Source: an optimization exercise on an open RTL-to-GDS flow (aim: small area and few clock cycles). Production flows keep margins and buffers that such runs may drop.
In this exercise RTL edits were held to simulation tests only and were not proved equivalent to the original.
Power figures rest on the tool's default switching activity, not on a simulated workload.

==> flow/design.v (excerpt) <==
module cpu ( input clk,
             input reset,
             output [31:0] iaddr,
             input [31:0] idata,
             output [31:0] daddr,
             input [31:0] drdata,
             output [31:0] dwdata,
             output [3:0] dwe
           );
Size: roughly 4000 cells after synthesis, roughly 46000 um^2 of cells after synthesis.
==> flow/config.mk <==
export PLATFORM = sky130hd
export DESIGN_NAME = cpu
export DESIGN_NICKNAME = cpu
export VERILOG_FILES = /design/flow/design.v
export SDC_FILE = /design/flow/constraint.sdc
export NUM_CORES = 4
export LEC_CHECK = 0
export CAP_MARGIN = 20
export CORE_MARGIN = 2
export CORE_UTILIZATION = 30
export CTS_CLUSTER_DIAMETER = 100
export CTS_CLUSTER_SIZE = 20
export PLACE_DENSITY = 0.6
export SETUP_SLACK_MARGIN = 0.3
export SLEW_MARGIN = 30
export SYNTH_HIERARCHICAL = 1
==> flow/constraint.sdc <==
create_clock -name core_clock -period 14.0 [get_ports {clk}]
set_input_delay 2.8000 -clock core_clock [delete_from_list [all_inputs] [get_ports {clk}]]
set_output_delay 2.8000 -clock core_clock [all_outputs]
set_load 0.01 [all_outputs]
standard.sh (not shown) runs the stock make flow with config.mk's settings and CLKGATE_MAP_FILE= SYNTH_SCRIPT=/design/flow/synth_recipe.tcl, a recipe that flattens the netlist after the stock synthesis.
==> flow/flow/run.sh <==
#!/bin/bash
# The standard layout (the standard.sh, unchanged synthesis and steps),
# with the port buffers made from buf_1 cells instead of the default cell.
set -euo pipefail
export BUFFER_PORTS_ARGS="-buffer_cell sky130_fd_sc_hd__buf_1"
bash standard.sh > flow.log 2>&1
Testbench counts at the start, summed over its fixed seeds: cycles 20,776.
Edit:
==> flow/run.sh (new file) <==
#!/bin/bash
# synth_recipe.tcl (not shown) runs the flow's synth.tcl, then flattens the netlist and writes it again
# the make line also repeats each setting of config.mk as NAME=value (left out here)
make -C /OpenROAD-flow-scripts/flow DESIGN_CONFIG=/design/flow/config.mk WORK_HOME=/design/flow/orfs CLKGATE_MAP_FILE= SYNTH_SCRIPT=/design/flow/synth_recipe.tcl finish
removed: flow/flow/run.sh
removed: flow/standard.sh
After rerunning: The changed run completed without violations; setup slack improves by 0.071 ns; via count is about the same; cell count grows by 0.34%; sequential cell count does not change; non-clock buffer count grows by 24; cell area grows by 2.4%; first-iteration DRC count grows by 2.1%; critical path depth shrinks by 2; synthesized cell count is unchanged.

* * *

run A:
cpu, a different RTL version from the one above (not shown whole).
For scale: roughly 4100 cells after synthesis, about 170 I/O pins, about 46000 um2 of cells after synthesis.
==> flow/config.mk <==
export PLATFORM = sky130hd
export DESIGN_NAME = cpu
export DESIGN_NICKNAME = cpu
export VERILOG_FILES = /design/flow/design.v
export SDC_FILE = /design/flow/constraint.sdc
export NUM_CORES = 4
export LEC_CHECK = 0
export CAP_MARGIN = 20
export CORE_MARGIN = 2
export CORE_UTILIZATION = 30
export CTS_CLUSTER_DIAMETER = 100
export CTS_CLUSTER_SIZE = 20
export PLACE_DENSITY = 0.6
export SETUP_SLACK_MARGIN = 0.3
export SLEW_MARGIN = 30
export SYNTH_HIERARCHICAL = 1
==> flow/constraint.sdc <==
create_clock -name core_clock -period 14.0 [get_ports {clk}]
set_input_delay 2.8000 -clock core_clock [delete_from_list [all_inputs] [get_ports {clk}]]
set_output_delay 2.8000 -clock core_clock [all_outputs]
set_load 0.01 [all_outputs]
==> flow/flow/run.sh <==
#!/bin/bash
# The standard layout (the standard.sh, unchanged synthesis and steps),
# with the port buffers made from buf_1 cells instead of the default cell
# and clock tree synthesis with clkbuf_8 buffers and no dummy loads.
set -euo pipefail
export BUFFER_PORTS_ARGS="-buffer_cell sky130_fd_sc_hd__buf_1"
export CTS_ARGS="-sink_clustering_enable -repair_clock_nets -dont_use_dummy_load -sink_clustering_size 14 -sink_clustering_max_diameter 80 -buf_list sky130_fd_sc_hd__clkbuf_8"
bash standard.sh > flow.log 2>&1
Run A: PASS, flow complete, no timing, DRC or antenna violations
Testbench counts of run A, summed over its fixed seeds: cycles 20,776.
Input-level comparison between run B and run A:
- a change of SLEW_MARGIN from 30 to 20
--- a/flow/flow/run.sh
+++ b/flow/flow/run.sh
@@ -5,4 +5,4 @@
 set -euo pipefail
 export BUFFER_PORTS_ARGS="-buffer_cell sky130_fd_sc_hd__buf_1"
-export CTS_ARGS="-sink_clustering_enable -repair_clock_nets -dont_use_dummy_load -sink_clustering_size 14 -sink_clustering_max_diameter 80 -buf_list sky130_fd_sc_hd__clkbuf_8"
+export CTS_ARGS="-sink_clustering_enable -repair_clock_nets -dont_use_dummy_load -sink_clustering_size 16 -sink_clustering_max_diameter 80 -buf_list sky130_fd_sc_hd__clkbuf_8"
 bash standard.sh > flow.log 2>&1
==> comparison <==
From run A to run B the numbers moved as follows: power density of the placed cells about even, TritonCTS buffer count saw a decrease, non-clock buffer count saw a decrease, count of clock buffers in the final design now smaller, share of the final layout cell area in sequential cells rose 0.20 points.
Clock-pin transition on the worst setup and hold timing paths was lower in the run labelled run A.
Run B reports its endpoint of the worst setup timing path as daddr[23] while run A reports pc[31]$_DFF_P_.
Setup changes, run B to run C
- SLEW_MARGIN now 30, was 20
==> flow/flow/run.sh <==
#!/bin/bash
# The standard layout (the standard.sh, unchanged synthesis and steps),
# with the port buffers made from buf_1 cells instead of the default cell
# and clock tree synthesis without dummy loads.
set -euo pipefail
export BUFFER_PORTS_ARGS="-buffer_cell sky130_fd_sc_hd__buf_1"
export CTS_ARGS="-sink_clustering_enable -repair_clock_nets -dont_use_dummy_load -sink_clustering_size 22 -sink_clustering_max_diameter 100"
bash standard.sh > flow.log 2>&1
==> run summary <==
Delta(worst path setup slack after routing, run C - run B) < 0. The run showing the smaller met2 layer usage reported by global route is run C. Diff run B..run C | multi-input gate area in the final layout | negligible. Run C vs. run B: via count stayed essentially flat; wire length held steady; global-route usage shrank by 0.16 points; worst slack after detailed placement went up; reg-to-reg setup timing slack fell by 0.05 ns. Compared with run B, run C is the more power-hungry design. Delta (run C minus run B): worst hold slack now sits lower, utilization of the core after routing went up by 0.28 points.

re-timing with driven ports:
In the flow no input, the clock included, has a driving cell. The finished layouts below were timed again as built, in two steps.
Step 1 assumes that a clkbuf_16 drives the clock port and a buf_2 every other input.
Step 2 times the ports against the registers' clock, not the clock port: input delays grow and output delays shrink by t, the midpoint of the rising clock arrivals with the driver on.
Three values: no drivers, after step 1, after step 2; two values: the first two.
| run | shift t [ns] | setup WS [ns] | hold slack, ns | slew at the worst register clock pin (ns) |
|---|---|---|---|---|
| the first run of note 1 | 0.788 | 0.580 / 0.557 / 0.160 | 0.500 / 0.500 / 0.500 | 0.10 / 0.10 |
| the second run of note 1 | 0.786 | 0.651 / 0.621 / -0.023 | 0.505 / 0.505 / 0.505 | 0.09 / 0.09 |
| run A | 0.858 | 0.895 / 0.886 / 0.093 | 0.503 / 0.503 / 0.503 | 0.10 / 0.10 |
| run B | 0.865 | 0.946 / 0.835 / 0.150 | 0.507 / 0.507 / 0.507 | 0.12 / 0.12 |
| run C | 0.768 | 0.813 / 0.831 / 0.098 | 0.500 / 0.500 / 0.500 | 0.10 / 0.10 |
With both steps, setup timing fails in the second run of note 1, where it was met with ideal ports. The setup slack of run A, which loses most, moves by -0.009 ns with the drivers and by -0.802 ns with both steps.
